This is an optimization exercise on Yosys and OpenROAD, whose aim is small area, not a production implementation. Only simulation tests tie the RTL to the original design; equivalence was not proved. Power figures rest on the tool's default switching activity, not on a simulated workload.

`config.mk`:
```
export PLATFORM = sky130hd
export DESIGN_NAME = Draw_Waveform
export DESIGN_NICKNAME = Draw_Waveform
export VERILOG_FILES = /design/flow/design.v
export SDC_FILE = /design/flow/constraint.sdc
export NUM_CORES = 8
export LEC_CHECK = 0
export CAP_MARGIN = 10
export CORE_MARGIN = 2
export CORE_UTILIZATION = 65
export CTS_BUF_LIST = sky130_fd_sc_hd__clkbuf_16
export CTS_CLUSTER_DIAMETER = 45
export CTS_CLUSTER_SIZE = 30
export GPL_TIMING_DRIVEN = 0
export SETUP_SLACK_MARGIN = 0.8
export SLEW_MARGIN = 10
export SYNTH_HIERARCHICAL = 1
export SYNTH_MEMORY_MAX_BITS = 100000
```
`design.v`:
```
`timescale 1ns / 1ps
module aoi222(input a1, input a2, input b1, input b2, input c1, input c2, output y);
    assign y = ~((a1 & a2) | (b1 & b2) | (c1 & c2));
endmodule
module sel_nor(input a_n, input b_n, output y);
    assign y = ~(a_n | b_n);
endmodule
module Draw_Waveform(
    input clk_sample,  
    input rst,         
    input waveform_sw,
    input freeze_sw,
    input advanced_sw,
    input [9:0] wave_sample,
    input [11:0] VGA_HORZ_COORD,
    input [11:0] VGA_VERT_COORD,
    input [2:0] colour_select,
    output reg [3:0] VGA_Red_waveform,
    output reg [3:0] VGA_Green_waveform,
    output reg [3:0] VGA_Blue_waveform
    );
    reg [10:0] n;
    reg [7:0]  ng;
    reg [2:0]  ns;
    reg        fdc;           
    reg [7:0]  jq;
    reg [2:0]  jr;
    reg        lap;           
    reg [1:0]  col;           
    reg [10:0] r;             
    reg [12639:0]     sring;   
    reg [9:0]         lb [0:15];    
    reg [9:0]         bk [0:15];    
    reg [15:0]        bk_v;
    reg [6:0]         bk_st;   
    reg [10:0]        last;    
    reg [2:0]         lidx [1:212];
    reg [212*15-1:0]  ering;   
    reg [7:0]         u;       
    reg [7:0]         hm, hn0, hn1;  
    reg               hx;      
    reg               pv;      
    reg [7:0]         pw;
    reg [14:0]        pd;
    wire n_end  = (n == 11'd1279);
    wire ns_end = (ns == 3'd5) || n_end;
    wire step   = (n == 11'd6)   || (n == 11'd165) || (n == 11'd324) || (n == 11'd483) ||
                  (n == 11'd642) || (n == 11'd801) || (n == 11'd960) || (n == 11'd1119) ||
                  (n == 11'd1278);
    wire j_wrap = (jq == 8'd213) && (jr == 3'd1);
    wire rot    = step && (jr == 3'd5);
    wire clear  = step && !j_wrap && !freeze_sw;
    wire fdc_next = freeze_sw && (n_end || fdc);
    wire write_en = !(freeze_sw && fdc_next);
    wire wr     = !rst && write_en;
    wire [10:0] r1    = (r >= 11'd1263) ? 11'd0 : r + 11'd1;
    wire [3:0]  q_due = r1[3:0];
    wire [11:0] xd    = {1'b0, r1} + 12'd16 - {1'b0, n};
    wire [10:0] x     = xd[11] ? xd[10:0] + 11'd1264 : xd[10:0];
    wire [7:0]  xk    = {1'b0, x[10:4]} + (x[3:0] != 4'd0);
    wire [6:0]  st_k  = (xk == 8'd79) ? 7'd0 : xk[6:0];
    wire        w_lb  = (n < 11'd16);
    wire        w_imm = wr && !w_lb && (n[3:0] == q_due);
    wire        w_bk  = wr && !w_lb && (n[3:0] != q_due);
    wire        due   = bk_v[q_due];
    wire        ins   = w_imm || due;
    wire [9:0]  ins_d = w_imm ? wave_sample : bk[q_due];
    wire [6:0]  ins_k = w_imm ? st_k : bk_st;
    reg [12639:0] sring_d;
    integer sp;
    always @(*) begin
        sring_d = {sring[12629:0], sring[12639:12630]};
        for (sp = 0; sp < 79; sp = sp + 1)
            if (ins && ins_k == sp)
                sring_d[sp*160 +: 10] = ins_d;
    end
    always @(posedge clk_sample) begin
        r <= r1;
        sring <= sring_d;
        if (wr && w_lb)
            lb[n[3:0]] <= wave_sample;
        if (w_bk)
            bk[n[3:0]] <= wave_sample;
    end
    integer bi;
    always @(posedge clk_sample) begin
        for (bi = 0; bi < 16; bi = bi + 1)
            if (w_bk && n[3:0] == bi)
                bk_v[bi] <= 1'b1;
            else if (q_due == bi)
                bk_v[bi] <= 1'b0;
        if (w_bk)
            bk_st <= st_k;
        if (wr && !w_lb)
            last <= n;
    end
    wire [7:0] ce = wave_sample / 6 + 8'd1;
    function [14:0] env_enc(input [7:0] fm, input [7:0] fn);
        env_enc = fn[7] ? {fn - 8'd128, fm[6:0] - 7'd44} : {fm, fn[6:0]};
    endfunction
    function [15:0] env_dec(input [14:0] w);
        env_dec = ({1'b0, w[6:0]} > w[14:7]) ? {{1'b0, w[6:0]} + 8'd44, w[14:7] + 8'd128}
                                             : {w[14:7], 1'b0, w[6:0]};
    endfunction
    wire [7:0]  u1   = (u >= 8'd224 || u < 8'd13) ? 8'd13 : u + 8'd1;
    wire [7:0]  wk   = rot ? jq + 8'd1 : jq;           
    wire [7:0]  wk_m = (wk == 8'd212) ? 8'd0 : wk;     
    wire        avail = (u1 == wk_m + 8'd13);          
    wire [15:0] old  = lap ? env_dec(ering[211*15 +: 15]) : 16'd0;
    wire        old_now = !lap || avail;
    reg  [7:0]  bm, bn0, bn1;
    reg         bx;
    always @(*) begin
        if (rot) begin
            bx  = old_now;
            bm  = old_now ? old[15:8] : 8'd0;
            bn0 = old_now ? old[7:0]  : 8'd0;
            bn1 = 8'd255;
        end else if (!hx && avail && lap) begin
            bx  = 1'b1;
            bm  = (old[15:8] > hm) ? old[15:8] : hm;
            bn0 = (old[7:0] == 8'd0) ? hn0 : (old[7:0] < hn1) ? old[7:0] : hn1;
            bn1 = hn1;
        end else begin
            bx  = hx;
            bm  = hm;
            bn0 = hn0;
            bn1 = hn1;
        end
    end
    wire [7:0]  mc  = clear ? 8'd0 : bm;
    wire [7:0]  nc  = clear ? 8'd0 : bn0;
    wire [7:0]  new_max = (write_en && ce > mc) ? ce : mc;
    wire [7:0]  new_min = !write_en ? nc :
                          (nc == 8'd0) ? (freeze_sw ? 8'd0 : ce) :
                          (ce <= nc) ? ce : nc;
    wire [7:0]  new_n1  = (write_en && ce < bn1) ? ce : bn1;
    wire        wb = pv && (u1 == ((pw == 8'd212) ? 8'd13 : pw + 8'd13));
    always @(posedge clk_sample) begin
        u <= u1;
        ering <= {ering[211*15-1:0], wb ? pd : ering[211*15 +: 15]};
        if (rst) begin
            pv <= 1'b0;
        end else begin
            hm  <= new_max;
            hn0 <= new_min;
            hn1 <= new_n1;
            hx  <= bx || clear;
            if (rot && jq != 8'd0) begin
                pv <= 1'b1;
                pw <= jq;
                pd <= env_enc(hm, hn0);
            end else if (wb)
                pv <= 1'b0;
        end
    end
    always @(posedge clk_sample) begin
        case (colour_select)
            3'b001:  col <= 2'd1;
            3'b010:  col <= 2'd2;
            3'b011:  col <= 2'd3;
            default: col <= 2'd0;
        endcase
        if (rst) begin
            n   <= 11'd1;
            ng  <= 8'd0;
            ns  <= 3'd1;
            fdc <= 1'b0;
            jq  <= 8'd0;
            jr  <= 3'd0;
            lap <= 1'b0;
        end else begin
            n   <= n_end ? 11'd0 : n + 11'd1;
            ns  <= ns_end ? 3'd0 : ns + 3'd1;
            ng  <= n_end ? 8'd0 : (ns_end ? ng + 8'd1 : ng);
            fdc <= fdc_next;
            if (step) begin
                if (j_wrap) begin
                    jq  <= 8'd0;
                    jr  <= 3'd0;
                    lap <= 1'b1;
                end else if (jr == 3'd5) begin
                    jq <= jq + 8'd1;
                    jr <= 3'd0;
                end else
                    jr <= jr + 3'd1;
            end
        end
    end
    always @(posedge clk_sample) begin
        if (wr && ng >= 8'd1 && ng <= 8'd212)
            lidx[ng] <= ns;
    end
    wire [11:0] H = VGA_HORZ_COORD;
    wire [11:0] V = VGA_VERT_COORD;
    wire [7:0]  g   = H[7:0] - 8'd30;
    wire [7:0]  h   = H[7:0] - 8'd13;
    wire [8:0]  ped = {1'b0, u} - {1'b0, H[7:0]};
    wire [7:0]  pe  = ped[8] ? ped[7:0] + 8'd212 : ped[7:0];
    wire [215:0] gsel, psel;
    wire [15:0] g_hi, g_lo, p_hi, p_lo;
    genvar k, b;
    generate
        for (k = 0; k < 16; k = k + 1) begin : g_pre
            assign g_hi[k] = (H[7:4] == k);    
            assign g_lo[k] = (H[3:0] == k);
            assign p_hi[k] = (pe[7:4] == k);
            assign p_lo[k] = (pe[3:0] == k);
        end
        for (k = 0; k < 216; k = k + 1) begin : g_sel
            if (k >= 1 && k <= 212) begin : g_gs
                sel_nor u(.a_n(~g_hi[(k+30)/16]), .b_n(~g_lo[(k+30)%16]), .y(gsel[k]));
            end else begin : g_gz
                assign gsel[k] = 1'b0;
            end
            if (k <= 211) begin : g_ps
                sel_nor u(.a_n(~p_hi[k/16]), .b_n(~p_lo[k%16]), .y(psel[k]));
            end else begin : g_pz
                assign psel[k] = 1'b0;
            end
        end
    endgenerate
    wire [2:0]  lidx_e [0:215];
    wire [14:0] ring_e [0:215];
    generate
        for (k = 0; k < 216; k = k + 1) begin : g_ent
            if (k >= 1 && k <= 212) begin : g_v
                assign lidx_e[k] = lidx[k];
            end else begin : g_z
                assign lidx_e[k] = 3'd0;
            end
            if (k <= 211) begin : g_ev
                assign ring_e[k] = ering[k*15 +: 15];
            end else begin : g_ez
                assign ring_e[k] = 15'd0;
            end
        end
    endgenerate
    wire [2:0]  gi;
    wire [14:0] ew_ring;
    generate
        for (b = 0; b < 3; b = b + 1) begin : g_lb
            wire [71:0] y;
            for (k = 0; k < 72; k = k + 1) begin : g_a
                aoi222 u(.a1(gsel[3*k]),   .a2(lidx_e[3*k][b]),
                         .b1(gsel[3*k+1]), .b2(lidx_e[3*k+1][b]),
                         .c1(gsel[3*k+2]), .c2(lidx_e[3*k+2][b]), .y(y[k]));
            end
            assign gi[b] = ~&y;
        end
        for (b = 0; b < 15; b = b + 1) begin : g_rb
            wire [71:0] y;
            for (k = 0; k < 72; k = k + 1) begin : g_a
                aoi222 u(.a1(psel[3*k]),   .a2(ring_e[3*k][b]),
                         .b1(psel[3*k+1]), .b2(ring_e[3*k+1][b]),
                         .c1(psel[3*k+2]), .c2(ring_e[3*k+2][b]), .y(y[k]));
            end
            assign ew_ring[b] = ~&y;
        end
    endgenerate
    wire [14:0] ew = (pv && h == pw) ? pd : ew_ring;     
    wire [10:0] g6  = {1'b0, g, 2'b00} + {2'b00, g, 1'b0};
    wire [10:0] sa  = g6 + {8'd0, gi};
    wire [10:0] ra  = advanced_sw ? sa : H[10:0];
    wire [4:0]  fl_d = {1'b0, r[3:0]} - {1'b0, H[3:0]};
    wire [7:0]  fh_d = {1'b0, r[10:4]} + 8'd1 - {1'b0, H[10:4]} - {7'd0, fl_d[4]};
    wire [6:0]  f_ph = fh_d[7] ? fh_d[6:0] + 7'd79 : fh_d[6:0];
    wire [3:0]  f_pl = fl_d[3:0];
    wire [11:0] bd   = {1'b0, r} + 12'd16 - {1'b0, g6};
    wire [10:0] bs   = bd[11] ? bd[10:0] + 11'd1264 : (bd[10:0] >= 11'd1264) ? bd[10:0] - 11'd1264 : bd[10:0];
    wire [6:0]  bh   = bs[10:4];
    wire [3:0]  bl   = bs[3:0];
    wire        s_bw = ({1'b0, bl} < {2'b00, gi});    
    wire [78:0] f_hi, b_hi, r_hi;
    wire [15:0] f_lo, b_lo, r_lo;
    generate
        for (k = 0; k < 79; k = k + 1) begin : r_pre_hi
            assign f_hi[k] = (f_ph == k);
            assign b_hi[k] = (bh == k);
        end
        for (k = 0; k < 16; k = k + 1) begin : r_pre_lo
            assign f_lo[k] = (f_pl == k);
            assign b_lo[k] = (bl == k);
        end
    endgenerate
    wire [78:0] s_hi = s_bw ? {b_hi[0], b_hi[78:1]} : b_hi;
    reg  [15:0] s_lo;
    always @(*) begin
        case (gi)
            3'd0:    s_lo = b_lo;
            3'd1:    s_lo = {b_lo[0],   b_lo[15:1]};
            3'd2:    s_lo = {b_lo[1:0], b_lo[15:2]};
            3'd3:    s_lo = {b_lo[2:0], b_lo[15:3]};
            3'd4:    s_lo = {b_lo[3:0], b_lo[15:4]};
            default: s_lo = {b_lo[4:0], b_lo[15:5]};
        endcase
    end
    assign r_hi = advanced_sw ? s_hi : f_hi;
    assign r_lo = advanced_sw ? s_lo : f_lo;
    wire [1265:0] rsel;
    wire [9:0] s_ring;
    generate
        for (k = 0; k < 1264; k = k + 1) begin : r_sel
            sel_nor u(.a_n(~r_hi[k/16]), .b_n(~r_lo[k%16]), .y(rsel[k]));
        end
        assign rsel[1264] = 1'b0;
        assign rsel[1265] = 1'b0;
        for (b = 0; b < 10; b = b + 1) begin : g_sb
            wire [421:0] y;
            for (k = 0; k < 422; k = k + 1) begin : g_a
                aoi222 u(.a1(rsel[3*k]),   .a2(sring[(3*k)*10 + b]),
                         .b1(rsel[3*k+1]), .b2((3*k+1 < 1264) ? sring[(3*k+1)*10 + b] : 1'b0),
                         .c1(rsel[3*k+2]), .c2((3*k+2 < 1264) ? sring[(3*k+2)*10 + b] : 1'b0), .y(y[k]));
            end
            assign s_ring[b] = ~&y;
        end
    endgenerate
    wire [10:0] ld  = last - ra;
    wire bk_hit     = bk_v[ra[3:0]] && (ra <= last) && (ld < 11'd16);
    wire [9:0]  s   = (ra < 11'd16) ? lb[ra[3:0]] : bk_hit ? bk[ra[3:0]] : s_ring;
    function win(input [9:0] sv, input [11:0] lo, input [11:0] hi);
        begin
            win = (({2'b00, sv[9:3]} == lo[11:3]) && (sv[2:0] >= lo[2:0]) &&
                   ((hi[11:3] != lo[11:3]) || (sv[2:0] <= hi[2:0]))) ||
                  ((hi[11:3] != lo[11:3]) && ({2'b00, sv[9:3]} == hi[11:3]) && (sv[2:0] <= hi[2:0]));
        end
    endfunction
    wire [11:0] cf_lo = (V >= 12'd1022) ? 12'd0 : 12'd1022 - V;
    wire [11:0] cf_hi = 12'd1026 - V;
    wire full_hit   = (H < 12'd1280) && (V <= 12'd1026) && win(s, cf_lo, cf_hi);
    wire [8:0]  t6   = 9'd274 - V[8:0];
    wire [11:0] cs_lo = {t6, 2'b00} + {1'b0, t6, 1'b0};
    wire scl_hit    = (H > 12'd30) && (H < 12'd243) && (V >= 12'd104) && (V <= 12'd274) &&
                      win(s, cs_lo, cs_lo + 12'd5);
    wire [8:0]  t5   = 9'd275 - V[8:0];
    wire [7:0]  ex  = ew[14:7];
    wire [6:0]  ey  = ew[6:0];
    wire        efold = ({1'b0, ey} > ex);
    wire hi_d  = (ex == 8'd0) ? (V >= 12'd1024) : ((V >= 12'd275) || ({1'b0, ex} >= t5));
    wire hi_f  = (V >= 12'd275) || (t5 <= 9'd44) || ({2'b00, ey} >= t5 - 9'd44);
    wire lo_d  = (ey == 7'd0) ? (V <= 12'd1024) : ((V <= 12'd275) && ({2'b00, ey} <= t5));
    wire lo_f  = (V <= 12'd275) && (t5 >= 9'd128) && ({1'b0, ex} <= t5 - 9'd128);
    wire hi_ok = efold ? hi_f : hi_d;
    wire lo_ok = efold ? lo_f : lo_d;
    wire env_hit = (H > 12'd1037) && (H < {4'd0, jq} + 12'd1037) && hi_ok && lo_ok;
    wire lit = !waveform_sw && (advanced_sw ? (scl_hit || env_hit) : full_hit);
    always @(*) begin
        VGA_Red_waveform = 4'h0;
        VGA_Green_waveform = 4'h0;
        VGA_Blue_waveform = 4'h0;
        if (lit) begin
            case (col)
                2'd1: begin VGA_Red_waveform = 4'h9; VGA_Green_waveform = 4'he; VGA_Blue_waveform = 4'h0; end
                2'd2: begin VGA_Red_waveform = 4'h7; VGA_Green_waveform = 4'h5; VGA_Blue_waveform = 4'h3; end
                2'd3: begin VGA_Red_waveform = 4'hf; VGA_Green_waveform = 4'ha; VGA_Blue_waveform = 4'h0; end
                default: begin VGA_Red_waveform = 4'hf; VGA_Green_waveform = 4'hf; VGA_Blue_waveform = 4'hf; end
            endcase
        end
    end
endmodule
```
`constraint.sdc`:
```
create_clock -name core_clock -period 25.0 [get_ports {clk_sample}]
set_input_delay 5.0000 -clock core_clock [delete_from_list [all_inputs] [get_ports {clk_sample}]]
set_output_delay 5.0000 -clock core_clock [all_outputs]
set_load 0.01 [all_outputs]
```
`run.sh`:
```
#!/bin/bash
# synth_recipe.tcl (not shown) runs the flow's synth.tcl, then flattens the netlist and writes it again
# the make line also repeats each setting of config.mk as NAME=value (left out here)
make -C /OpenROAD-flow-scripts/flow DESIGN_CONFIG=/design/flow/config.mk WORK_HOME=/design/flow/orfs CLKGATE_MAP_FILE= SYNTH_SCRIPT=/design/flow/synth_recipe.tcl finish
```
==> flow_summary.json, run 1 <==
{
  "antenna_found_initial": 147,
  "grt_pass1_wl_um": 2110000,
  "n_fill_cell": 44400,
  "root_buffer": "clkbuf_16",
  "netlist_area_mm2": 0.456,
  "avgSynthCellArea_um2": 14.8,
  "num_vias": 309000,
  "vias_per_cell": 7.16,
  "drv_slew": 6,
  "fmax_mhz": 40.8,
  "max_stage_delay_ns": 1.24,
  "path_clk_slew_ns": 0.08,
  "worstPathArrival_ns": 19.50,
  "synth_ff_type": "dfxtp_1",
  "numCtsBuffers": 1246,
  "grt_max_degree": 72,
  "synth_top_area_frac": 0.698,
  "htreeDepth": 7,
  "firstDrtPassIters": 13,
  "final_common_cell": "dfxtp_1",
  "cts_hold_buf": 0,
  "drc": 0,
  "wl_per_cell_um": 35.2,
  "reg2reg_slack_ns": 12.01,
  "grt_pass1_vias": 290000,
  "syn2layout_area_growth_pct": 14.8,
  "ir_drop_v": 0.000106,
  "start_util": 0.652,
  "p_leak_nw": 191,
  "drive_gt1_frac": 0.128,
  "cp_num_buf_inv": 10,
  "cp-end-kind": "output port",
  "die_area_mm2": 0.708,
  "die_x_um": 842,
  "cts_sinks": 16900,
  "grt_use_total": 0.414,
  "required_ns": 20.00,
  "die_y_um": 842,
  "core_area_mm2": 0.699,
  "yosys_register_bits": 16900,
  "synth-edff-count": 1022,
  "worstMarginPinSlew_ns": 1.63,
  "yosys_warnings": 7,
  "failed_checks": "capacitance limit, slew limit",
  "initialDrtViolationCount": 67900,
  "max_cap_viol_count": 3,
  "rows": 307,
  "maxSlewHeadroom": -0.0939,
  "crit_type": "in2out",
  "final_nets": 33200,
  "post-route-period-util": 0.980,
  "ys_async_sr_fraction": 0,
  "holdWs_ns": 0.246,
  "mostFrequentLayoutCells": "dfxtp_1 (15,900), a222oi_1 (5,516), nor2_1 (2,064)",
  "cts_tree": "built",
  "critPathLaunchType": "input port",
  "finalCriticalPeriod_ns": 24.50,
  "setup_viol": 0,
  "wirelength_um": 1520000,
  "cpMaxStageDelayCell": "a222oi_1",
  "path_max_fanout": 16,
  "holdCritPathClass": "reg2reg",
  "clock_latency_ns": 1.31,
  "io_pins": 54,
  "power.density_mw_per_mm2": 96.1,
  "place_hpwl_um": 1090000,
  "synth_area_leaders": "dfxtp_1 (70%), a222oi_1 (12%), edfxtp_1 (6.7%)",
  "power_w": 0.0503,
  "hold_viol_final": 0,
  "rsz0062_at_grt": "no",
  "synth_top_cell_by_area": "dfxtp_1",
  "fin_skew_ns": 0.111,
  "syn-instance-count": 30800,
  "place.gp.congestion": 1.00,
  "port_buffers": 49,
  "cts_max_path_buffers": 5,
  "final_antenna_net_count": 0,
  "seq_area_frac_synth": 0.765,
  "outcome": "finished with violations",
  "cp_top_family": "simple AND/OR/NAND/NOR gates",
  "grt-ovfl-total": 0,
  "synth_cell_types": 123
}
## Yosys stat by module (local to each module, per instance)
module	times used	cells	flip-flops and latches
aoi222	5516	1	0
sel_nor	1688	1	0
Draw_Waveform	1	23600	16900
## repair_timing
action	in CTS	in global routing
gates cloned	0	0
pin swaps	47	59
endpoints found under the hold margin	0	0
resized for setup	226	67
buffers inserted	26	27
setup endpoints to repair	12	12
## where the power goes
group	leakage, nW	internal, W	switching (W)	total (W)
Combinational	33.2	0.000563	0.00138	0.00194
Clock	20.9	0.0107	0.0104	0.0211
Sequential	137	0.0272	0.0000373	0.0273
Total	191	0.0385	0.0118	0.0503
## per-layer routing
| layer | GRT usage | part of all wire |
|---|---|---|
| met3 | 0.116 | 0.13 |
| met1 | 0.564 | 0.38 |
| met5 | 0.00136 | 0.00038 |
| met2 | 0.597 | 0.42 |
| met4 | 0.234 | 0.066 |
## cell families (layout without fill, tap and decap cells)
family,after synthesis,count (layout),synth area share
xor gates and xnor gates,229,229,0.00448
AOI/OAI and AO/OA,6544,6544,0.137
other,1,262,0.00000822
DFF,16900,16900,0.765
and+or+nand+nor,5388,5388,0.0586
adders and majority gates,249,249,0.00695
buffers and inverters,572,3373,0.00492
muxes,935,935,0.0233
## final cells by class
| class | instances | area [um^2] | area share |
|---|---|---|---|
| flip-flops and latches | 16900 | 349000 | 0.667 |
| clock buffers | 1273 | 31900 | 0.0609 |
| multi-input cells | 13500 | 108000 | 0.207 |
| plain buffers | 338 | 1550 | 0.00295 |
| diodes | 78 | 195 | 0.000373 |
| inverters | 234 | 905 | 0.00173 |
| repair buffers | 618 | 8940 | 0.0171 |
| well taps | 9270 | 11600 | 0.0222 |
| clock inverters | 910 | 11000 | 0.0211 |
## sequential cells by signal (all words and copies together), names as in the netlist, 11 cells and up
name,count
bk_v,16
lb,160
bk,160
pd,15
ering,3180
sring,12640
n,11
lidx,636
last,11
r,11
## worst paths after layout
path / cells after the start / start / to
setup / recovery: 40 / VGA_HORZ_COORD[5] / VGA_Red_waveform[3]
hold / removal: 0 / ering[1121]$_DFF_P_ / ering[1136]$_DFF_P_
setup reg to reg: 32 / r[0]$_DFF_P_ / sring[6727]$_DFF_P_
hold reg to reg: 0 / ering[1121]$_DFF_P_ / ering[1136]$_DFF_P_
## Yosys cell counts (15+ instances only)
cell type      n
and3_1        63
a311oi_1      56
o21ai_0      156
nor2_1      2237
o22ai_1       68
a222oi_1    5516
a21oi_1      216
a211oi_1      52
nor4_1       359
and2_1        47
mux2_2       830
o21a_1        28
o211ai_1      23
o21bai_1      21
nor2b_1       55
edfxtp_1    1022
nor2_4        30
buf_4         15
or3_1         33
nor3_1       110
inv_1        228
mux2i_1       79
clkbuf_1     283
or4_1         34
ha_1         239
buf_1         23
nand2b_1      60
nand3_1      161
nor2_2        18
xor2_1        84
xnor2_1      142
nand4_1     1474
a31oi_1       70
o31ai_1       24
nand2_1      602
a21o_1        34
a22oi_1       86
dfxtp_1    15900
## through the flow
step	setup slack, ns	util	cell area [um^2]	instances	TNS, ns
after floorplan	4.06	-	457000	31000	0
after global placement	-26.16	0.670	469000	40300	-313.00
after detailed placement	-3.42	0.684	478000	40800	-40.00
after CTS	0.800	0.747	522000	43000	0
after global routing	0.732	0.748	523000	43100	0
final	0.502	0.749	523000	43200	0
==> inputs of run 2 (changes only) <==
--- a/config.mk
+++ b/config.mk
@@ -5,7 +5,7 @@
 export SDC_FILE = /design/flow/constraint.sdc
 export NUM_CORES = 8
 export LEC_CHECK = 0
-export CAP_MARGIN = 10
+export CAP_MARGIN = 30
 export CORE_MARGIN = 2
 export CORE_UTILIZATION = 65
 export CTS_BUF_LIST = sky130_fd_sc_hd__clkbuf_16
@@ -13,6 +13,6 @@
 export CTS_CLUSTER_SIZE = 30
 export GPL_TIMING_DRIVEN = 0
 export SETUP_SLACK_MARGIN = 0.8
-export SLEW_MARGIN = 10
+export SLEW_MARGIN = 30
 export SYNTH_HIERARCHICAL = 1
 export SYNTH_MEMORY_MAX_BITS = 100000
==> flow_summary.json, run 2 <==
{
  "seqCellArea_mm2": 0.349,
  "cts_hold_buf": 0,
  "hold_start": "ering[1121]$_DFF_P_",
  "worstMarginPinSlew_ns": 1.21,
  "top_register": "sring",
  "grt_pass1_wl_um": 2110000,
  "pre_cts_slack_ns": -2.20,
  "mostFrequentLayoutCells": "dfxtp_1 (15,900), a222oi_1 (5,516), nor2_1 (1,935)",
  "cp-end-kind": "output port",
  "top_regs": "sring: 12640 flops, ering: 3180 flops, lidx: 636 flops",
  "fin_cells": 43400,
  "netlist_area_mm2": 0.456,
  "vias_per_cell": 7.12,
  "wl_per_cell_um": 35.0,
  "path_max_fanout": 13,
  "dp.cells": 41000,
  "max_cap_viol_count": 0,
  "die_x_um": 842,
  "synth-edff-count": 1022,
  "fin_skew_ns": 0.101,
  "holdCritPathClass": "reg2reg",
  "grt-ovfl-total": 0,
  "outcome": "timing/DRC/antenna clean",
  "reg2reg_depth": 32,
  "final_common_cell": "dfxtp_1",
  "cts_tree": "built",
  "die_area_mm2": 0.708,
  "syn-instance-count": 30800,
  "synth_area_leaders": "dfxtp_1 (70%), a222oi_1 (12%), edfxtp_1 (6.7%)",
  "ys_async_sr_fraction": 0,
  "core_area_mm2": 0.699,
  "worstHoldPathCells": 0,
  "final_antenna_net_count": 0,
  "r2r-end": "sring[7364]$_DFF_P_",
  "whs_endpoint": "ering[1136]$_DFF_P_",
  "rsz0062_at_grt": "no",
  "setup_slack_ns": 0.341,
  "fmax_mhz": 40.6,
  "max_stage_delay_ns": 1.03,
  "crit_top_cell": "buf_16",
  "worstPathArrival_ns": 19.66,
  "largest_reg_flops": 12600,
  "crit_type": "in2out",
  "yosysMostFrequentCell": "dfxtp_1",
  "final_nets": 33400,
  "die_y_um": 842,
  "synth_cell_types": 123,
  "htreeDepth": 7,
  "critPathLaunchType": "input port",
  "holdWs_ns": 0.276,
  "rows": 307,
  "ir_drop_v": 0.000118,
  "synth_top_cell_by_area": "dfxtp_1",
  "reg2reg_from": "r[0]$_DFF_P_",
  "setup_viol": 0,
  "required_ns": 20.00,
  "tns_ns": 0,
  "cp_num_buf_inv": 11,
  "path_clk_slew_ns": 0.08,
  "io_pins": 54,
  "multi_input_area_mm2": 0.109,
  "drive_gt1_frac": 0.139,
  "grt_use_total": 0.413,
  "p_leak_nw": 192,
  "cts_sinks": 16900,
  "root_buffer": "clkbuf_16",
  "numCtsBuffers": 1246,
  "yosys_warnings": 7,
  "maxSlewHeadroom": 0.188,
  "grt_pass1_vias": 291000,
  "initialDrtViolationCount": 67200,
  "cp_top_family": "simple AND/OR/NAND/NOR gates",
  "clock_latency_ns": 1.31,
  "place.gp.congestion": 1.00,
  "cpMaxStageDelayCell": "nand4_1",
  "crit_start": "VGA_HORZ_COORD[0]",
  "firstDrtPassIters": 14,
  "place_hpwl_um": 1100000,
  "syn2layout_area_growth_pct": 15.4,
  "n_fill_cell": 43800,
  "finalCriticalPeriod_ns": 24.66,
  "yosys_register_bits": 16900,
  "avgSynthCellArea_um2": 14.8,
  "seq_area_frac_synth": 0.765,
  "port_buffers": 49,
  "reg2reg_slack_ns": 12.20,
  "antenna_found_initial": 120,
  "drc": 0,
  "drv_slew": 0,
  "grt_max_degree": 66,
  "synth_top_area_frac": 0.698,
  "post_synth_most_frequent_cells": "dfxtp_1 (15,900), a222oi_1 (5,516), nor2_1 (2,237), nand4_1 (1,474), edfxtp_1 (1,022)",
  "synth_ff_type": "dfxtp_1",
  "fin_util": 0.752,
  "start_util": 0.652,
  "wirelength_um": 1520000,
  "post-route-period-util": 0.986,
  "cts_max_path_buffers": 5,
  "power.density_mw_per_mm2": 95.6,
  "num_vias": 309000,
  "hold_viol_final": 0
}
## run 2: cell counts after synthesis
No cell type changed its count.
## run 2: power breakdown
group          internal, W  switching [W]  total, W  leakage [nW]
Clock               0.0106         0.0104    0.0211          20.9
Combinational     0.000566        0.00139   0.00195          34.2
Sequential          0.0272      0.0000379    0.0273           137
## run 2: cell families after synthesis
kind of cell,after synthesis,synth area share
DFF,16900,0.765
xor gates and xnor gates,229,0.00448
adders and majority gates,249,0.00695
buffers and inverters,572,0.00492
and+or+nand+nor,5388,0.0586
muxes,935,0.0233
other,1,0.00000822
AOI/OAI and AO/OA,6544,0.137
## run 2: area by class of cell
cell class,instances,area share
multi-input cells,13500,0.208
inverters,234,0.00172
diodes,65,0.000309
plain buffers,338,0.00295
repair buffers,822,0.0203
clock buffers,1278,0.0608
well taps,9270,0.0220
flip-flops and latches,16900,0.663
clock inverters,915,0.0208
## run 2: worst max path at each step
stage | cells after the start | endpoint
2_1_floorplan | 40 | VGA_Blue_waveform[3]
3_3_place_gp | 41 | VGA_Green_waveform[3]
3_5_place_dp | 48 | VGA_Red_waveform[3]
4_1_cts | 50 | VGA_Red_waveform[3]
5_1_grt | 51 | VGA_Blue_waveform[3]
6_report | 41 | VGA_Blue_waveform[3]
## run 2: metrics by stage
step | power (W) | area [um^2]
global placement | 0.0294 | 469000
finish | 0.0503 | 526000
global route | 0.0514 | 526000
floorplan | 0.0287 | 457000
detailed placement | 0.0297 | 481000
CTS | 0.0502 | 525000
## run 2: metal layers
| metal | global-route usage | vias up | part of all wire |
|---|---|---|---|
| li1 | - | 129000 | - |
| met1 | 0.563 | 154000 | 0.38 |
| met3 | 0.117 | 4027 | 0.13 |
| met5 | 0 | - | 0.00036 |
| met2 | 0.594 | 21000 | 0.42 |
| met4 | 0.237 | 52 | 0.068 |
## run 2: per-module statistics from Yosys, one instance, submodules excluded
module / cells / times used / area [um^2] / flops+latches
sel_nor: 1 / 1688 / 3.75 / 0
Draw_Waveform: 23600 / 1 / 394000 / 16900
aoi222: 1 / 5516 / 10.0 / 0
## run 2: timing repair
action                     4_1_cts  5_1_grt
buffers inserted                20       26
pin swaps                       45       53
gates cloned                     0        0
gates resized for setup        148      108
setup endpoints to repair       12       12
## run 2: worst register-to-register path, delay by kind of cell (launching register included)
| family | cells | cell delay [ns] |
|---|---|---|
| compound gates | 6 | 2.06 |
| xor+xnor | 3 | 1.03 |
| fa+ha+maj | 5 | 1.46 |
| buf+inv | 4 | 1.76 |
| flops | 1 | 0.33 |
| mux | 1 | 0.45 |
| simple gates | 13 | 5.62 |
==> inputs of run 3 (changes only) <==
==> flow/run.sh (new file) <==
#!/bin/bash
# Layout flow: the standard flow (standard.sh) with a leaner clock tree and faster port
# buffers. Synthesis is the standard one, unchanged.
#  - clock tree: clkbuf_16 at the sinks (clusters of up to 30 flip-flops within 50 um),
#    clkbuf_8 in the tree, clkbuf_16 at the root, and no dummy loads;
#  - port buffers: buf_4 instead of the default delay-cell buffer.
# Each step's full output goes to a log file of its own in the folder this runs in; ORFS also
# keeps its per-step logs under orfs/logs.
set -euo pipefail
export CTS_ARGS="-sink_clustering_enable -repair_clock_nets -sink_clustering_size 30 -sink_clustering_max_diameter 50 -buf_list sky130_fd_sc_hd__clkbuf_8 -sink_clustering_buffer sky130_fd_sc_hd__clkbuf_16 -root_buf sky130_fd_sc_hd__clkbuf_16 -dont_use_dummy_load"
export BUFFER_PORTS_ARGS="-buffer_cell sky130_fd_sc_hd__buf_4"
bash standard.sh synth > synth.log 2>&1
bash standard.sh place > place.log 2>&1
bash standard.sh cts > cts.log 2>&1
bash standard.sh finish > route_finish.log 2>&1
==> standard.sh (new file) <==
#!/bin/bash
# synth_recipe.tcl (not shown) runs the flow's synth.tcl, then flattens the netlist and writes it again
# the make line also repeats each setting of config.mk as NAME=value (left out here)
make -C /OpenROAD-flow-scripts/flow DESIGN_CONFIG=/design/flow/config.mk WORK_HOME=/design/flow/orfs CLKGATE_MAP_FILE= SYNTH_SCRIPT=/design/flow/synth_recipe.tcl "${@:-finish}"
==> config.mk (replaced) <==
export PLATFORM = sky130hd
export DESIGN_NAME = Draw_Waveform
export DESIGN_NICKNAME = Draw_Waveform
export VERILOG_FILES = /design/flow/design.v
export SDC_FILE = /design/flow/constraint.sdc
export NUM_CORES = 8
export LEC_CHECK = 0
export CAP_MARGIN = 10
export CORE_MARGIN = 2
export CORE_UTILIZATION = 65
export GPL_TIMING_DRIVEN = 0
export SETUP_SLACK_MARGIN = 0.8
export SLEW_MARGIN = 10
export SYNTH_HIERARCHICAL = 1
export SYNTH_MEMORY_MAX_BITS = 100000
removed: run.sh
==> flow_summary.json, run 3 <==
{
  "grt_pass1_vias": 284000,
  "placed_area_mm2": 0.478,
  "final_nets": 32800,
  "place_hpwl_um": 1090000,
  "ir_drop_v": 0.0000809,
  "ys_async_sr_fraction": 0,
  "grt_max_degree": 82,
  "grt-ovfl-total": 0,
  "cts_max_path_buffers": 4,
  "synth_top_cell_by_area": "dfxtp_1",
  "hold_viol_final": 0,
  "largest_reg_flops": 12600,
  "yosys_warnings": 7,
  "drive_gt1_frac": 0.0950,
  "p_leak_nw": 181,
  "syn-instance-count": 30800,
  "vias_per_cell": 7.22,
  "reg2reg_from": "r[0]$_DFF_P_",
  "n_fill_cell": 47400,
  "fin_skew_ns": 0.219,
  "cts_sinks": 16900,
  "numCtsBuffers": 881,
  "finalCriticalPeriod_ns": 24.37,
  "rsz0062_at_grt": "no",
  "top_register": "sring",
  "drc": 0,
  "grt_use_total": 0.403,
  "path_clk_slew_ns": 0.10,
  "crit_type": "in2out",
  "cpMaxStageDelayCell": "a222oi_1",
  "io_pins": 54,
  "holdCritPathClass": "reg2reg",
  "post-route-period-util": 0.975,
  "seq_area_frac_synth": 0.765,
  "worstHoldPathCells": 0,
  "power_w": 0.0431,
  "post_synth_most_frequent_cells": "dfxtp_1 (15,900), a222oi_1 (5,516), nor2_1 (2,237), nand4_1 (1,474), edfxtp_1 (1,022)",
  "cp-end-kind": "output port",
  "hold_start": "ering[1006]$_DFF_P_",
  "stdcell_area_mm2": 0.501,
  "num_vias": 302000,
  "final_common_cell": "dfxtp_1",
  "firstDrtPassIters": 14,
  "root_buffer": "clkbuf_16",
  "synth_area_leaders": "dfxtp_1 (70%), a222oi_1 (12%), edfxtp_1 (6.7%)",
  "failed_checks": "capacitance limit, slew limit",
  "path_max_fanout": 13,
  "yosys_register_bits": 16900,
  "wl_per_cell_um": 35.6,
  "drv_slew": 4,
  "start_util": 0.652,
  "die_y_um": 842,
  "required_ns": 20.00,
  "rows": 307,
  "syn2layout_area_growth_pct": 9.94,
  "synth_ff_type": "dfxtp_1",
  "setup_slack_ns": 0.634,
  "maxSlewHeadroom": -0.0997,
  "place.gp.congestion": 1.02,
  "netlist_area_mm2": 0.456,
  "outcome": "finished with violations",
  "initialDrtViolationCount": 67100,
  "reg2reg_depth": 32,
  "pre_cts_slack_ns": -1.96,
  "worstPathArrival_ns": 19.37,
  "mostFrequentLayoutCells": "dfxtp_1 (15,900), a222oi_1 (5,516), nor2_1 (2,060)",
  "avgSynthCellArea_um2": 14.8,
  "r2r-end": "sring[7043]$_DFF_P_",
  "top_regs": "sring: 12640 flops, ering: 3180 flops, lidx: 636 flops",
  "worstMarginPinSlew_ns": 1.65,
  "tns_ns": 0,
  "synth_top_area_frac": 0.698,
  "htreeDepth": 6,
  "grt_pass1_wl_um": 2070000,
  "reg2reg_slack_ns": 12.33,
  "whs_endpoint": "ering[1021]$_DFF_P_",
  "cts_tree": "built",
  "antenna_found_initial": 129,
  "cts_hold_buf": 0,
  "synth_cell_types": 123,
  "wirelength_um": 1490000,
  "max_cap_viol_count": 3,
  "port_buffers": 49,
  "core_area_mm2": 0.699,
  "final_antenna_net_count": 0,
  "synth-edff-count": 1022,
  "fmax_mhz": 41.0,
  "setup_viol": 0,
  "die_x_um": 842,
  "clock_latency_ns": 1.51,
  "die_area_mm2": 0.708,
  "critPathLaunchType": "input port",
  "max_stage_delay_ns": 1.24,
  "yosysMostFrequentCell": "dfxtp_1",
  "power.density_mw_per_mm2": 85.9
}
## run 3: timing repair
| item | 4_1_cts | 5_1_grt |
|---|---|---|
| pin swaps | 29 | 35 |
| buffers inserted | 5 | 20 |
| endpoints found under the hold margin | 0 | 0 |
| setup endpoints to repair | 12 | 12 |
| gates cloned | 0 | 0 |
| gates resized for setup | 115 | 61 |
## run 3: cells by family after synthesis
kind of cell | count (synthesis) | synth area share
compound gates | 6544 | 0.137
xor+xnor | 229 | 0.00448
fa+ha+maj | 249 | 0.00695
buf+inv | 572 | 0.00492
flops | 16900 | 0.765
mux | 935 | 0.0233
other cells | 1 | 0.00000822
simple gates | 5388 | 0.0586
## run 3: power by group
group | leakage, nW | total (W) | switching (W) | internal, W
Combinational | 33.1 | 0.00182 | 0.00130 | 0.000523
Sequential | 137 | 0.0273 | 0.0000378 | 0.0272
Clock | 10.5 | 0.0140 | 0.00803 | 0.00592
Total | 181 | 0.0431 | 0.00936 | 0.0337
## run 3: modules after synthesis (local to each module, per instance)
module	times used	area, um^2	cells inside
sel_nor	1688	3.75	1
Draw_Waveform	1	394000	23600
aoi222	5516	10.0	1
## run 3: final cells by class
cell class | instances | area, um^2 | share of cell area
Tap cell | 9270 | 11600 | 0.0231
Antenna cell | 86 | 215 | 0.000429
Inverter | 234 | 905 | 0.00180
Clock buffer | 881 | 21300 | 0.0425
Timing Repair Buffer | 602 | 8880 | 0.0177
Sequential cell | 16900 | 349000 | 0.696
Buffer | 338 | 1490 | 0.00298
Multi-Input combinational cell | 13500 | 108000 | 0.216
## run 3: metrics by stage
| stage | hold slack (ns) | utilization | cells |
|---|---|---|---|
| floorplan | 0.330 | - | 31000 |
| global placement | 0.331 | 0.670 | 40300 |
| detailed placement | 0.335 | 0.684 | 40800 |
| CTS | 0.127 | 0.715 | 41700 |
| global route | 0.131 | 0.717 | 41800 |
| finish | 0.163 | 0.717 | 41900 |
## run 3: how the worst max path moves through the flow
stage,start,endpoint,slack (ns)
finish,VGA_HORZ_COORD[1],VGA_Red_waveform[3],0.63
global route,VGA_HORZ_COORD[1],VGA_Blue_waveform[3],0.79
CTS,VGA_HORZ_COORD[1],VGA_Red_waveform[3],0.80
detailed placement,VGA_HORZ_COORD[1],VGA_Red_waveform[3],-1.96
global placement,VGA_HORZ_COORD[1],VGA_Green_waveform[3],-24.54
floorplan,VGA_HORZ_COORD[1],VGA_Blue_waveform[3],4.06
## run 3: routing by layer
layer  wire length, um  global-route usage  part of all wire
met5               305                   0           0.00020
met3            193000               0.107              0.13
met2            626000               0.583              0.42
met1            579000               0.562              0.39
met4             92300               0.206             0.062
## run 3: critical path: cells and delay by family
kind	cells	cell delay, ns
and+or+nand+nor	17	6.53
buffers and inverters	14	2.98
AOI/OAI and AO/OA	10	4.20
xor gates and xnor gates	1	0.17
muxes	1	0.14
adders and majority gates	1	0.16
==> inputs of run 4 (changes only) <==
--- a/config.mk
+++ b/config.mk
@@ -5,11 +5,11 @@
 export SDC_FILE = /design/flow/constraint.sdc
 export NUM_CORES = 8
 export LEC_CHECK = 0
-export CAP_MARGIN = 10
+export CAP_MARGIN = 30
 export CORE_MARGIN = 2
 export CORE_UTILIZATION = 65
 export GPL_TIMING_DRIVEN = 0
 export SETUP_SLACK_MARGIN = 0.8
-export SLEW_MARGIN = 10
+export SLEW_MARGIN = 30
 export SYNTH_HIERARCHICAL = 1
 export SYNTH_MEMORY_MAX_BITS = 100000
==> flow_summary.json, run 4 <==
{
  "grt_max_degree": 63,
  "crit_top_cell": "buf_4",
  "maxSlewHeadroom": 0.109,
  "hold_start": "ering[1022]$_DFF_P_",
  "post-route-period-util": 0.974,
  "critPathLaunchType": "input port",
  "place_hpwl_um": 1100000,
  "drc": 0,
  "syn2layout_area_growth_pct": 10.5,
  "post_synth_most_frequent_cells": "dfxtp_1 (15,900), a222oi_1 (5,516), nor2_1 (2,237), nand4_1 (1,474), edfxtp_1 (1,022)",
  "grt_use_total": 0.404,
  "top_register": "sring",
  "numCtsBuffers": 884,
  "rsz0062_at_grt": "no",
  "rows": 307,
  "avgSynthCellArea_um2": 14.8,
  "yosysMostFrequentCell": "dfxtp_1",
  "setup_viol": 0,
  "wirelength_um": 1490000,
  "p_leak_nw": 182,
  "initialDrtViolationCount": 66800,
  "synth_cell_types": 123,
  "max_cap_viol_count": 0,
  "whs_endpoint": "ering[1037]$_DFF_P_",
  "drive_gt1_frac": 0.105,
  "die_area_mm2": 0.708,
  "cts_tree": "built",
  "cts_max_path_buffers": 4,
  "cts_sinks": 16900,
  "synth_area_leaders": "dfxtp_1 (70%), a222oi_1 (12%), edfxtp_1 (6.7%)",
  "top_regs": "sring: 12640 flops, ering: 3180 flops, lidx: 636 flops",
  "tns_ns": 0,
  "grt-ovfl-total": 0,
  "ys_async_sr_fraction": 0,
  "vias_per_cell": 7.22,
  "holdCritPathClass": "reg2reg",
  "max_stage_delay_ns": 0.85,
  "core_area_mm2": 0.699,
  "worstPathArrival_ns": 19.34,
  "grt_pass1_wl_um": 2070000,
  "fmax_mhz": 41.1,
  "largest_reg_flops": 12600,
  "final_common_cell": "dfxtp_1",
  "worstHoldPathCells": 0,
  "stdcell_area_mm2": 0.504,
  "reg2reg_from": "r[0]$_DFF_P_",
  "hold_viol_final": 0,
  "required_ns": 20.00,
  "grt_pass1_vias": 285000,
  "die_y_um": 842,
  "worstMarginPinSlew_ns": 1.34,
  "synth_ff_type": "dfxtp_1",
  "path_clk_slew_ns": 0.09,
  "htreeDepth": 6,
  "netlist_area_mm2": 0.456,
  "firstDrtPassIters": 12,
  "io_pins": 54,
  "finalCriticalPeriod_ns": 24.34,
  "placed_area_mm2": 0.481,
  "place.gp.congestion": 1.02,
  "final_antenna_net_count": 0,
  "mostFrequentLayoutCells": "dfxtp_1 (15,900), a222oi_1 (5,516), nor2_1 (1,979)",
  "reg2reg_depth": 33,
  "synth-edff-count": 1022,
  "synth_top_area_frac": 0.698,
  "crit_type": "in2out",
  "cts_hold_buf": 0,
  "num_vias": 303000,
  "antenna_found_initial": 148,
  "die_x_um": 842,
  "r2r-end": "sring[6084]$_DFF_P_",
  "yosys_register_bits": 16900,
  "final_nets": 33000,
  "cp-end-kind": "output port",
  "drv_slew": 0,
  "seq_area_frac_synth": 0.765,
  "power.density_mw_per_mm2": 85.5,
  "port_buffers": 49,
  "syn-instance-count": 30800,
  "path_max_fanout": 16,
  "synth_top_cell_by_area": "dfxtp_1",
  "reg2reg_slack_ns": 12.45,
  "outcome": "timing/DRC/antenna clean",
  "yosys_warnings": 7,
  "clock_latency_ns": 1.51,
  "fin_skew_ns": 0.232,
  "ir_drop_v": 0.0000806,
  "wl_per_cell_um": 35.5,
  "cpMaxStageDelayCell": "nor4_2",
  "start_util": 0.652,
  "root_buffer": "clkbuf_16",
  "crit_start": "VGA_HORZ_COORD[6]"
}
[run 4: cell counts after synthesis]
Identical to the previous run, type by type.
[run 4: final cells by class]
| type | instances | area, um^2 |
|---|---|---|
| clock buffers | 884 | 21400 |
| multi-input cells | 13500 | 109000 |
| flip-flops and latches | 16900 | 349000 |
| plain buffers | 338 | 1510 |
| fillers | 46800 | 195000 |
| well taps | 9270 | 11600 |
| diodes | 68 | 170 |
| repair buffers | 770 | 10700 |
| inverters | 234 | 897 |
[run 4: stage by stage]
stage / util / setup slack [ns] / cells / hold WS, ns / total power, W
after detailed placement: 0.688 / -1.20 / 41000 / 0.335 / 0.0296
after floorplan: - / 4.06 / 31000 / 0.330 / 0.0287
final: 0.721 / 0.658 / 42000 / 0.159 / 0.0431
after global placement: 0.670 / -24.54 / 40300 / 0.331 / 0.0294
after CTS: 0.720 / 0.826 / 41900 / 0.134 / 0.0430
after global routing: 0.721 / 0.779 / 41900 / 0.141 / 0.0441
[run 4: cells by family (layout without fill, tap and decap cells)]
group                      Yosys count  count (layout)  share of synthesized area
xor gates and xnor gates           229             229                    0.00448
other                                1             252                 0.00000822
and+or+nand+nor                   5388            5388                     0.0586
buffers and inverters              572            2226                    0.00492
AOI/OAI and AO/OA                 6544            6544                      0.137
adders and majority gates          249             249                    0.00695
DFF                              16900           16900                      0.765
muxes                              935             935                     0.0233
[run 4: worst max path at each step]
stage,to,depth (start not counted),slack [ns]
floorplan,VGA_Blue_waveform[3],40,4.06
global placement,VGA_Green_waveform[3],36,-24.54
detailed placement,VGA_Blue_waveform[3],46,-1.20
CTS,VGA_Green_waveform[0],49,0.83
global route,VGA_Blue_waveform[3],49,0.78
finish,VGA_Red_waveform[3],41,0.66
[run 4: repair_timing]
item | CTS | global route
gates resized for setup | 82 | 57
setup endpoints to repair | 12 | 12
buffers inserted | 3 | 9
endpoints found under the hold margin | 0 | 0
pin swaps | 31 | 59
[run 4: layer usage]
| metal | up-vias | part of all wire | GRT usage |
|---|---|---|---|
| met1 | 152000 | 0.39 | 0.565 |
| met3 | 3545 | 0.13 | 0.104 |
| met2 | 20000 | 0.42 | 0.584 |
| li1 | 127000 | - | - |
| met5 | - | 0.00041 | 0 |
| met4 | 85 | 0.063 | 0.208 |
[run 4: report_power, final]
group | internal, W | switching [W]
Sequential | 0.0272 | 0.0000382
Clock | 0.00594 | 0.00802
Combinational | 0.000530 | 0.00131
[run 4: critical path: cells and delay by family]
kind                     cells  cell delay (ns)
AND/OR/NAND/NOR             18             7.24
AO/OA/AOI/OAI               11             4.26
buffers and inverters        9             2.16
adder cells (fa/ha/maj)      1             0.25
XOR/XNOR                     1             0.17
multiplexers                 1             0.14
[run 4: per-module statistics from Yosys, one instance, submodules excluded]
module | cells inside | area, um^2 | copies in the design
aoi222 | 1 | 10.0 | 5516
sel_nor | 1 | 3.75 | 1688
Draw_Waveform | 23600 | 394000 | 1
==> inputs of run 5 (changes only) <==
==> flow/run.sh (replaced) <==
#!/bin/bash
# Layout flow: the standard flow (standard.sh) with a leaner clock tree, faster port
# buffers and timing repair limited to sizing and buffering. Synthesis is the standard one,
# unchanged.
#  - clock tree: clkbuf_16 at the sinks (clusters of up to 30 flip-flops within 50 um),
#    clkbuf_8 in the tree, clkbuf_16 at the root, and no dummy loads;
#  - port buffers: buf_4 instead of the default delay-cell buffer;
#  - repair_timing without pin swapping or gate cloning, so that the layout's netlist keeps
#    the synthesized structure.
# Each step's full output goes to a log file of its own in the folder this runs in; ORFS also
# keeps its per-step logs under orfs/logs.
set -euo pipefail
export CTS_ARGS="-sink_clustering_enable -repair_clock_nets -sink_clustering_size 30 -sink_clustering_max_diameter 50 -buf_list sky130_fd_sc_hd__clkbuf_8 -sink_clustering_buffer sky130_fd_sc_hd__clkbuf_16 -root_buf sky130_fd_sc_hd__clkbuf_16 -dont_use_dummy_load"
export BUFFER_PORTS_ARGS="-buffer_cell sky130_fd_sc_hd__buf_4"
export SKIP_PIN_SWAP=1
export SKIP_GATE_CLONING=1
bash standard.sh synth > synth.log 2>&1
bash standard.sh place > place.log 2>&1
bash standard.sh cts > cts.log 2>&1
bash standard.sh finish > route_finish.log 2>&1
==> flow_summary.json, run 5 <==
{
  "outcome": "timing/DRC/antenna clean",
  "grt_pass1_vias": 285000,
  "root_buffer": "clkbuf_16",
  "die_area_mm2": 0.708,
  "core_area_mm2": 0.699,
  "fmax_mhz": 40.9,
  "max_stage_delay_ns": 1.07,
  "p_comb_frac": 0.043,
  "cpMaxStageDelayCell": "nand4_1",
  "crit_type": "in2out",
  "synth_top_cell_by_area": "dfxtp_1",
  "cp_top_family": "simple AND/OR/NAND/NOR gates",
  "path_clk_slew_ns": 0.09,
  "avgSynthCellArea_um2": 14.8,
  "syn-instance-count": 30800,
  "drive_gt1_frac": 0.105,
  "cp-end-kind": "output port",
  "synth_ff_type": "dfxtp_1",
  "largest_reg_flops": 12600,
  "worstPathArrival_ns": 19.45,
  "max_cap_viol_count": 0,
  "io_pins": 54,
  "clock_latency_ns": 1.50,
  "cts_max_path_buffers": 4,
  "final_antenna_net_count": 0,
  "n_fill_cell": 46900,
  "p_leak_nw": 182,
  "ir_drop_v": 0.0000804,
  "fin_cells": 42000,
  "port_buffers": 49,
  "start_util": 0.652,
  "clockPowerShare": 0.324,
  "final_common_cell": "dfxtp_1",
  "ys_async_sr_fraction": 0,
  "mostFrequentLayoutCells": "dfxtp_1 (15,900), a222oi_1 (5,516), nor2_1 (1,978)",
  "post_synth_most_frequent_cells": "dfxtp_1 (15,900), a222oi_1 (5,516), nor2_1 (2,237), nand4_1 (1,474), edfxtp_1 (1,022)",
  "die_x_um": 842,
  "power_frac_seq": 0.633,
  "setup_viol": 0,
  "holdWs_ns": 0.175,
  "cp_num_buf_inv": 14,
  "critPathLaunchType": "input port",
  "initialDrtViolationCount": 66700,
  "vias_per_cell": 7.21,
  "synth_cell_types": 123,
  "cts_tree": "built",
  "path_max_fanout": 13,
  "yosysMostFrequentCell": "dfxtp_1",
  "top_regs": "sring: 12640 flops, ering: 3180 flops, lidx: 636 flops",
  "place_hpwl_um": 1100000,
  "syn2layout_area_growth_pct": 10.5,
  "power_w": 0.0431,
  "synth_area_leaders": "dfxtp_1 (70%), a222oi_1 (12%), edfxtp_1 (6.7%)",
  "wl_per_cell_um": 35.5,
  "htreeDepth": 6,
  "cts_sinks": 16900,
  "seq_area_frac_synth": 0.765,
  "grt_use_total": 0.404,
  "finalCriticalPeriod_ns": 24.45,
  "numCtsBuffers": 884,
  "netlist_area_mm2": 0.456,
  "grt_pass1_wl_um": 2070000,
  "num_vias": 303000,
  "dp.cells": 41000,
  "wirelength_um": 1490000,
  "rsz0062_at_grt": "no",
  "synth-edff-count": 1022,
  "drc": 0,
  "swShare": 0.217,
  "hold_viol_final": 0,
  "die_y_um": 842,
  "required_ns": 20.00,
  "worstMarginPinSlew_ns": 1.36,
  "final_nets": 33000,
  "place.gp.congestion": 1.02,
  "power.density_mw_per_mm2": 85.5,
  "rows": 307,
  "grt_max_degree": 63,
  "holdCritPathClass": "reg2reg",
  "yosys_register_bits": 16900,
  "p_int_w": 0.0337,
  "antenna_found_initial": 144,
  "switchingPower_w": 0.00937,
  "drv_slew": 0,
  "firstDrtPassIters": 13,
  "grt-ovfl-total": 0,
  "top_register": "sring",
  "synth_top_area_frac": 0.698,
  "yosys_warnings": 7,
  "post-route-period-util": 0.978,
  "maxSlewHeadroom": 0.0833,
  "fin_skew_ns": 0.215
}
## run 5: power groups by stage
stage,sequential (W),combinational [W],clock (W)
finish,0.0273,0.00185,0.0140
global placement,0.0280,0.00141,0
CTS,0.0273,0.00175,0.0140
global route,0.0273,0.00189,0.0149
floorplan,0.0279,0.000775,0
detailed placement,0.0279,0.00174,0
## run 5: repair_timing
| item | CTS | global route |
|---|---|---|
| hold buffers | 0 | 0 |
| resized for setup | 82 | 52 |
| buffers inserted | 3 | 14 |
| endpoints found under the setup margin | 12 | 12 |
| pin swaps | 0 | 0 |
## run 5: area by class of cell
cell class / instances / area, um^2 / share of cell area
sequential: 16900 / 349000 / 0.692
multi-input combinational: 13500 / 109000 / 0.216
clock buffer: 884 / 21400 / 0.0424
tap: 9270 / 11600 / 0.0230
timing repair buffer: 778 / 10800 / 0.0214
buffer: 338 / 1510 / 0.00300
inverter: 234 / 901 / 0.00179
antenna: 64 / 160 / 0.000318
## run 5: worst reg2reg max path, delay by kind of cell, from the launching register on
family,cells,cell delay [ns]
multiplexers,1,0.44
flip-flops,1,0.33
XOR/XNOR,3,0.78
AND/OR/NAND/NOR,13,5.02
AO/OA/AOI/OAI,6,2.06
adder cells (fa/ha/maj),5,1.52
buffers and inverters,5,2.33
## run 5: kinds of logic (layout without fill, tap and decap cells)
logic type / count (synthesis) / after routing / share of synthesized area
flip-flops: 16900 / 16900 / 0.765
XOR/XNOR: 229 / 229 / 0.00448
other: 1 / 248 / 0.00000822
multiplexers: 935 / 935 / 0.0233
AND/OR/NAND/NOR: 5388 / 5388 / 0.0586
AO/OA/AOI/OAI: 6544 / 6544 / 0.137
buffers and inverters: 572 / 2234 / 0.00492
adder cells (fa/ha/maj): 249 / 249 / 0.00695
## run 5: layer usage
| layer | share of wire | track usage | vias to the layer above |
|---|---|---|---|
| met5 | 0.00032 | 0 | - |
| met4 | 0.063 | 0.209 | 74 |
| met3 | 0.13 | 0.104 | 3518 |
| met2 | 0.42 | 0.583 | 19900 |
| met1 | 0.39 | 0.565 | 152000 |
| li1 | - | - | 127000 |
## run 5: final timing paths
check / to / cells after the start / from / slack [ns]
worst max register to register: sring[6084]$_DFF_P_ / 33 / r[0]$_DFF_P_ / 12.42
worst min-delay path: ering[1037]$_DFF_P_ / 0 / ering[1022]$_DFF_P_ / 0.18
worst min register to register: ering[1037]$_DFF_P_ / 0 / ering[1022]$_DFF_P_ / 0.18
worst max-delay path: VGA_Red_waveform[3] / 43 / VGA_HORZ_COORD[1] / 0.55
## run 5: per-stage QoR
stage | worst slack (ns) | TNS (ns) | cell area [um^2] | util
final | 0.548 | 0 | 504000 | 0.721
after CTS | 0.853 | 0 | 503000 | 0.720
after detailed placement | -1.20 | -13.34 | 481000 | 0.688
after floorplan | 4.06 | 0 | 457000 | -
after global routing | 0.780 | 0 | 504000 | 0.721
after global placement | -24.54 | -293.54 | 469000 | 0.670
## run 5: Yosys stat by module, one instance, submodules excluded
module / copies in the design / area [um^2]
Draw_Waveform: 1 / 394000
aoi222: 5516 / 10.0
sel_nor: 1688 / 3.75
==> inputs of run 6 (changes only) <==
--- a/config.mk
+++ b/config.mk
@@ -7,7 +7,7 @@
 export LEC_CHECK = 0
 export CAP_MARGIN = 30
 export CORE_MARGIN = 2
-export CORE_UTILIZATION = 65
+export CORE_UTILIZATION = 72
 export GPL_TIMING_DRIVEN = 0
 export SETUP_SLACK_MARGIN = 0.8
 export SLEW_MARGIN = 30
==> flow_summary.json, run 6 <==
{
  "drc": 0,
  "synth_ff_type": "dfxtp_1",
  "core_area_mm2": 0.632,
  "rsz0062_at_grt": "no",
  "grt_max_degree": 68,
  "die_area_mm2": 0.640,
  "synth_top_area_frac": 0.698,
  "synth_top_cell_by_area": "dfxtp_1",
  "path_max_fanout": 16,
  "synth_cell_types": 123,
  "largest_reg_flops": 12600,
  "num_vias": 307000,
  "final_common_cell": "dfxtp_1",
  "finalCriticalPeriod_ns": 24.61,
  "antenna_found_initial": 134,
  "top_regs": "sring: 12640 flops, ering: 3180 flops, lidx: 636 flops",
  "top_register": "sring",
  "cts_tree": "built",
  "ys_async_sr_fraction": 0,
  "firstDrtPassIters": 14,
  "cts_hold_buf": 0,
  "yosys_register_bits": 16900,
  "swShare": 0.218,
  "clock_latency_ns": 1.48,
  "vias_per_cell": 7.49,
  "cp-end-kind": "output port",
  "critPathLaunchType": "input port",
  "path_clk_slew_ns": 0.08,
  "max_cap_viol_count": 0,
  "yosys_warnings": 7,
  "reg2reg_depth": 33,
  "hold_viol_final": 0,
  "netlist_area_mm2": 0.456,
  "synth_area_leaders": "dfxtp_1 (70%), a222oi_1 (12%), edfxtp_1 (6.7%)",
  "wirelength_um": 1480000,
  "ir_drop_v": 0.0000821,
  "power_frac_seq": 0.642,
  "io_pins": 54,
  "setup_viol": 0,
  "fin_cells": 41000,
  "dp.cells": 40100,
  "drive_gt1_frac": 0.101,
  "grt-ovfl-total": 0,
  "maxSlewHeadroom": 0.141,
  "post-route-period-util": 0.985,
  "power_w": 0.0425,
  "worstMarginPinSlew_ns": 1.29,
  "die_y_um": 800,
  "holdCritPathClass": "reg2reg",
  "avgSynthCellArea_um2": 14.8,
  "final_antenna_net_count": 0,
  "htreeDepth": 6,
  "drv_slew": 0,
  "root_buffer": "clkbuf_16",
  "place_hpwl_um": 1080000,
  "yosysMostFrequentCell": "dfxtp_1",
  "grt_use_total": 0.445,
  "cts_sinks": 16900,
  "seq_area_frac_synth": 0.765,
  "mostFrequentLayoutCells": "dfxtp_1 (15,900), a222oi_1 (5,516), nor2_1 (1,991)",
  "initialDrtViolationCount": 72500,
  "synth-edff-count": 1022,
  "required_ns": 20.00,
  "cpMaxStageDelayCell": "nand4_1",
  "grt_pass1_vias": 290000,
  "die_x_um": 800,
  "cts_max_path_buffers": 4,
  "power.density_mw_per_mm2": 85.0,
  "port_buffers": 49,
  "outcome": "timing/DRC/antenna clean",
  "syn2layout_area_growth_pct": 9.68,
  "crit_top_cell": "buf_4",
  "wl_per_cell_um": 36.2,
  "grt_pass1_wl_um": 2070000,
  "start_util": 0.722,
  "fmax_mhz": 40.6,
  "crit_type": "in2out",
  "clockPowerShare": 0.314,
  "p_comb_frac": 0.044,
  "post_synth_most_frequent_cells": "dfxtp_1 (15,900), a222oi_1 (5,516), nor2_1 (2,237), nand4_1 (1,474), edfxtp_1 (1,022)",
  "final_nets": 32900,
  "place.gp.congestion": 1.02,
  "worstPathArrival_ns": 19.61,
  "worstHoldPathCells": 0,
  "syn-instance-count": 30800,
  "switchingPower_w": 0.00927,
  "p_int_w": 0.0332,
  "p_leak_nw": 181,
  "n_fill_cell": 36600,
  "numCtsBuffers": 808,
  "fin_skew_ns": 0.158,
  "rows": 292,
  "max_stage_delay_ns": 0.96
}
-- run 6: what timing repair did --
action	CTS	global route
buffers inserted	12	17
endpoints found under the setup margin	12	12
resized for setup	74	61
-- run 6: cells by family after synthesis --
kind of cell | synth area share
AOI/OAI and AO/OA | 0.137
xor gates and xnor gates | 0.00448
adders and majority gates | 0.00695
buffers and inverters | 0.00492
DFF | 0.765
muxes | 0.0233
other | 0.00000822
and+or+nand+nor | 0.0586
-- run 6: worst max-delay path, delay by kind of cell --
family | cells | cell delay [ns]
AOI/OAI and AO/OA | 12 | 3.91
buffers and inverters | 8 | 2.02
and+or+nand+nor | 18 | 7.97
adders and majority gates | 2 | 0.65
-- run 6: cell type report --
class | instances | area (um^2) | share of cell area
antenna | 68 | 170 | 0.000340
buffer | 338 | 1510 | 0.00303
clock buffer | 808 | 19500 | 0.0389
inverter | 234 | 901 | 0.00180
multi-input combinational | 13500 | 109000 | 0.217
sequential | 16900 | 349000 | 0.698
tap | 8379 | 10500 | 0.0210
timing repair buffer | 744 | 10100 | 0.0201
-- run 6: per-stage QoR --
| step | hold slack (ns) | area (um^2) | util | setup WS [ns] | setup TNS, ns |
|---|---|---|---|---|---|
| floorplan | 0.330 | 457000 | - | 4.06 | 0 |
| global placement | 0.331 | 467000 | 0.740 | -23.53 | -281.48 |
| detailed placement | 0.335 | 479000 | 0.759 | -1.34 | -14.86 |
| CTS | 0.213 | 499000 | 0.790 | 0.847 | 0 |
| global route | 0.229 | 500000 | 0.791 | 0.781 | 0 |
| finish | 0.242 | 500000 | 0.792 | 0.385 | 0 |
-- run 6: final timing paths --
| path | startpoint | endpoint | slack (ns) |
|---|---|---|---|
| worst max-delay path | VGA_HORZ_COORD[4] | VGA_Green_waveform[3] | 0.39 |
| worst min-delay path | sring[9152]$_DFF_P_ | sring[9162]$_DFF_P_ | 0.24 |
| worst max register to register | r[0]$_DFF_P_ | sring[6085]$_DFF_P_ | 12.43 |
| worst min register to register | sring[9152]$_DFF_P_ | sring[9162]$_DFF_P_ | 0.24 |
-- run 6: per-module statistics from Yosys, one instance, submodules excluded --
| module | cells | area [um^2] | times used |
|---|---|---|---|
| Draw_Waveform | 23600 | 394000 | 1 |
| aoi222 | 1 | 10.0 | 5516 |
| sel_nor | 1 | 3.75 | 1688 |
-- run 6: routing by layer --
metal  part of all wire  vias up  GRT usage
met1               0.36   152000      0.600
met2               0.42    23300      0.634
met4              0.075       72      0.269
met5            0.00034        -    0.00105
li1                   -   127000          -
met3               0.15     4429      0.136
-- run 6: power by group through the flow --
| stage | combinational, W | clock [W] | sequential (W) |
|---|---|---|---|
| 2_1_floorplan | 0.000775 | 0 | 0.0279 |
| 3_3_place_gp | 0.00140 | 0 | 0.0280 |
| 3_5_place_dp | 0.00172 | 0 | 0.0279 |
| 4_1_cts | 0.00175 | 0.0133 | 0.0273 |
| 5_1_grt | 0.00189 | 0.0142 | 0.0273 |
| 6_report | 0.00187 | 0.0133 | 0.0273 |

[afterwards: timing with drivers on the ports]
No port has a modelled driver above. Below, the same layouts with a new extraction and two added sets of constraints.
Step 1 assumes that a clkbuf_16 drives the clock port and a buf_2 every other input.
Step 2 also shifts input and output timing later by t, the mid clock arrival at the registers, as if the neighbouring blocks saw the same clock.
Slacks: ideal ports / drivers / drivers and shift; pairs: ideal ports / drivers.
run	t (ns)	setup WS [ns]	hold WS [ns]	latest minus earliest clock arrival (ns)	worst data-port slew with drivers (ns)
run 1	1.393	0.502 / 0.330 / 0.330	0.246 / 0.246 / 0.246	0.135 / 0.135	0.27
run 2	1.419	0.341 / 0.178 / 0.178	0.276 / 0.276 / 0.276	0.131 / 0.130	0.25
run 3	1.565	0.634 / 0.492 / 0.492	0.163 / 0.163 / 0.163	0.254 / 0.254	0.25
run 4	1.558	0.658 / 0.515 / 0.515	0.159 / 0.159 / 0.159	0.258 / 0.259	0.26
run 5	1.548	0.548 / 0.416 / 0.416	0.175 / 0.175 / 0.175	0.243 / 0.242	0.26
run 6	1.530	0.385 / 0.288 / 0.288	0.242 / 0.242 / 0.242	0.199 / 0.198	0.20
The setup slack of run 1, which loses most, moves by -0.172 ns with the drivers and by -0.172 ns with both steps.
